Background: an optimization exercise with open tools, aiming at a short achievable clock period and few clock cycles. Do not read the settings as production practice.
Function was checked by simulation only, so behaviour that the tests miss may differ from the original.

## the baseline
==> flow/design.v (excerpt) <==
module PipelinedProcessor (
    input clk,
    input rst,
    output [4:0] imem_addr,
    input [31:0] imem_data,
    output [4:0] dmem_raddr,
    input [7:0] dmem_rdata,
    output dmem_we,
    output [4:0] dmem_waddr,
    output [7:0] dmem_wdata
);
    reg [4:0] pc;                 
    reg [4:0] pc_o;               
    reg [31:0] bt_taken;          
    reg [4:0] bt_target [0:31];   
    assign imem_addr = pc_o;
    wire f_pred = bt_taken[pc];
    wire [4:0] f_tgt = bt_target[pc];
    wire [4:0] t_next = f_pred ? f_tgt : pc + 5'd1;
    wire [4:0] t_next_o = f_pred ? f_tgt : pc_o + 5'd1;
    reg        e_kill;
    reg        e_wr;         
    reg [4:0]  e_rd;
    reg        e_st;         
    reg        e_late;       
    reg        e_ldf;        
    reg        e_br;         
    reg        e_m_eq;       
    reg        e_m_ne;       
    reg        e_and, e_or, e_ld;            
    reg        e_s0, e_s1, e_s2, e_s3;       
    reg        e_c0, e_c1, e_c2, e_c3;       
    reg [7:0]  e_a, e_b;
    reg [7:0]  e_bx;         
    reg        e_fa, e_fb;   
    reg        e_q0, e_q1, e_q2, e_q3;       
    reg [4:0]  e_ld_addr;
    reg [4:0]  e_ldx;        
    reg [4:0]  e_st_addr;
    reg [4:0]  e_pc;
    reg [4:0]  e_target;
    reg [4:0]  e_fix;        
    reg        w_wr;
    reg [4:0]  w_rd;
    reg [7:0]  r;            
    reg        o_we;
    reg [4:0]  o_waddr;
  ...
==> flow/config.mk <==
export PLATFORM = sky130hd
export DESIGN_NAME = PipelinedProcessor
export DESIGN_NICKNAME = PipelinedProcessor
export VERILOG_FILES = /design/flow/design.v
export SDC_FILE = /design/flow/constraint.sdc
export NUM_CORES = 4
export LEC_CHECK = 0
export ABC_CLOCK_PERIOD_IN_PS = 1500
export CAP_MARGIN = 20
export CORE_MARGIN = 2
export CORE_UTILIZATION = 45
export PLACE_DENSITY = 0.7
export SETUP_SLACK_MARGIN = 3.7
export SLEW_MARGIN = 20
export TNS_END_PERCENT = 100
==> flow/constraint.sdc <==
create_clock -name core_clock -period 5.5 [get_ports {clk}]
set_input_delay 1.1000 -clock core_clock [delete_from_list [all_inputs] [get_ports {clk}]]
set_output_delay 1.1000 -clock core_clock [all_outputs]
set_load 0.01 [all_outputs]
standard.sh (not shown) runs the stock make flow with config.mk's settings and CLKGATE_MAP_FILE= SYNTH_SCRIPT=/design/flow/synth_recipe.tcl, a recipe that flattens the netlist after the stock synthesis.
==> flow/flow/run.sh <==
#!/bin/bash
# Own layout flow: the standard ORFS flow (standard.sh), unchanged except
# that ABC maps the logic with a delay-driven script (flow/abc_speed.script,
# classic "map -D" with buffering and sizing) and the resizer may swap a
# cell for one with another footprint. Registers are mapped exactly as in the
# standard synthesis (the ABC step only touches combinational logic).
set -euo pipefail
W=$PWD
rm -rf "$W/scripts_mod"
mkdir -p "$W/scripts_mod"
cp -r "$FLOW_HOME/scripts/." "$W/scripts_mod/"
cp "$W/flow/abc_speed.script" "$W/scripts_mod/abc_speed.script"
sed "s|CLKGATE_MAP_FILE= |CLKGATE_MAP_FILE= SCRIPTS_DIR=$W/scripts_mod MATCH_CELL_FOOTPRINT=0 |" "$W/standard.sh" > "$W/standard_mod.sh"
grep -q "SCRIPTS_DIR=$W/scripts_mod" "$W/standard_mod.sh"
bash "$W/standard_mod.sh" finish > "$W/flow_make.log" 2>&1
test -s "$W/out/final.def"
==> flow/flow/abc_speed.script <==
strash
dch
map -D 1500
buffer
upsize -D 1500
dnsize -D 1500
stime -p
The final layout from the baseline, which completed every stage, passed the timing, DRC and antenna checks at the end of the flow.
Testbench counts of the baseline, summed over its fixed seeds: cycles 21,025.
What the candidate does differently from the baseline at the input level:
# the baseline
export LEC_CHECK = 0
export ABC_CLOCK_PERIOD_IN_PS = 1500
export CAP_MARGIN = 20
export CORE_MARGIN = 2
export CORE_UTILIZATION = 45
export PLACE_DENSITY = 0.7
export SETUP_SLACK_MARGIN = 3.7
export SLEW_MARGIN = 20
export TNS_END_PERCENT = 100
create_clock -name core_clock -period 5.5 [get_ports {clk}]
# the candidate
export LEC_CHECK = 0
export ABC_CLOCK_PERIOD_IN_PS = 1500
export CAP_MARGIN = 20
export CORE_MARGIN = 2
export CORE_UTILIZATION = 40
export SETUP_SLACK_MARGIN = 3.7
export SLEW_MARGIN = 20
export TNS_END_PERCENT = 100
create_clock -name core_clock -period 5.5 [get_ports {clk}]
==> run summary <==
The candidate vs the baseline — non-clock buffer area fraction after layout rose 2.2 points.
The candidate vs the baseline on global-route usage: the candidate is the lower one.
Summary — growth of design area from synthesis to finish, the candidate relative to the baseline: higher, by 7.7 points.
The candidate ends up with lower transition time at the pin with the least slew margin than the baseline does.
Sort the candidate and the baseline by total routed wirelength asc -> top: the baseline
In the candidate relative to the baseline, overall die area had gone up by more than 10%.
Compared with the baseline, the candidate shows global-route track usage on met3 lower by 3.5 points.

static timing again, ports no longer ideal:
No port has a modelled driver above. Below, the same layouts with a new extraction and two added sets of constraints.
Step 1 assumes that a clkbuf_16 drives the clock port and a buf_2 every other input.
Step 2 adds t to the input delays and takes it off the output delays; t is the mean of the earliest and latest rising clock arrival at the registers after step 1. Input paths then give back, and output paths get back, about the clock's delay inside the block.
a / b / c = ideal ports / drivers / drivers and shift; a / b = the first two.
run | t, ns | setup WS [ns] | slew at the worst register clock pin (ns)
the baseline | 0.734 | 2.850 / 2.828 / 2.094 | 0.07 / 0.07
the candidate | 0.717 | 3.170 / 3.058 / 2.341 | 0.07 / 0.07
After both steps setup and hold are still met in every run listed. The setup slack of the candidate, which loses most, moves by -0.112 ns with the drivers and by -0.829 ns with both steps.
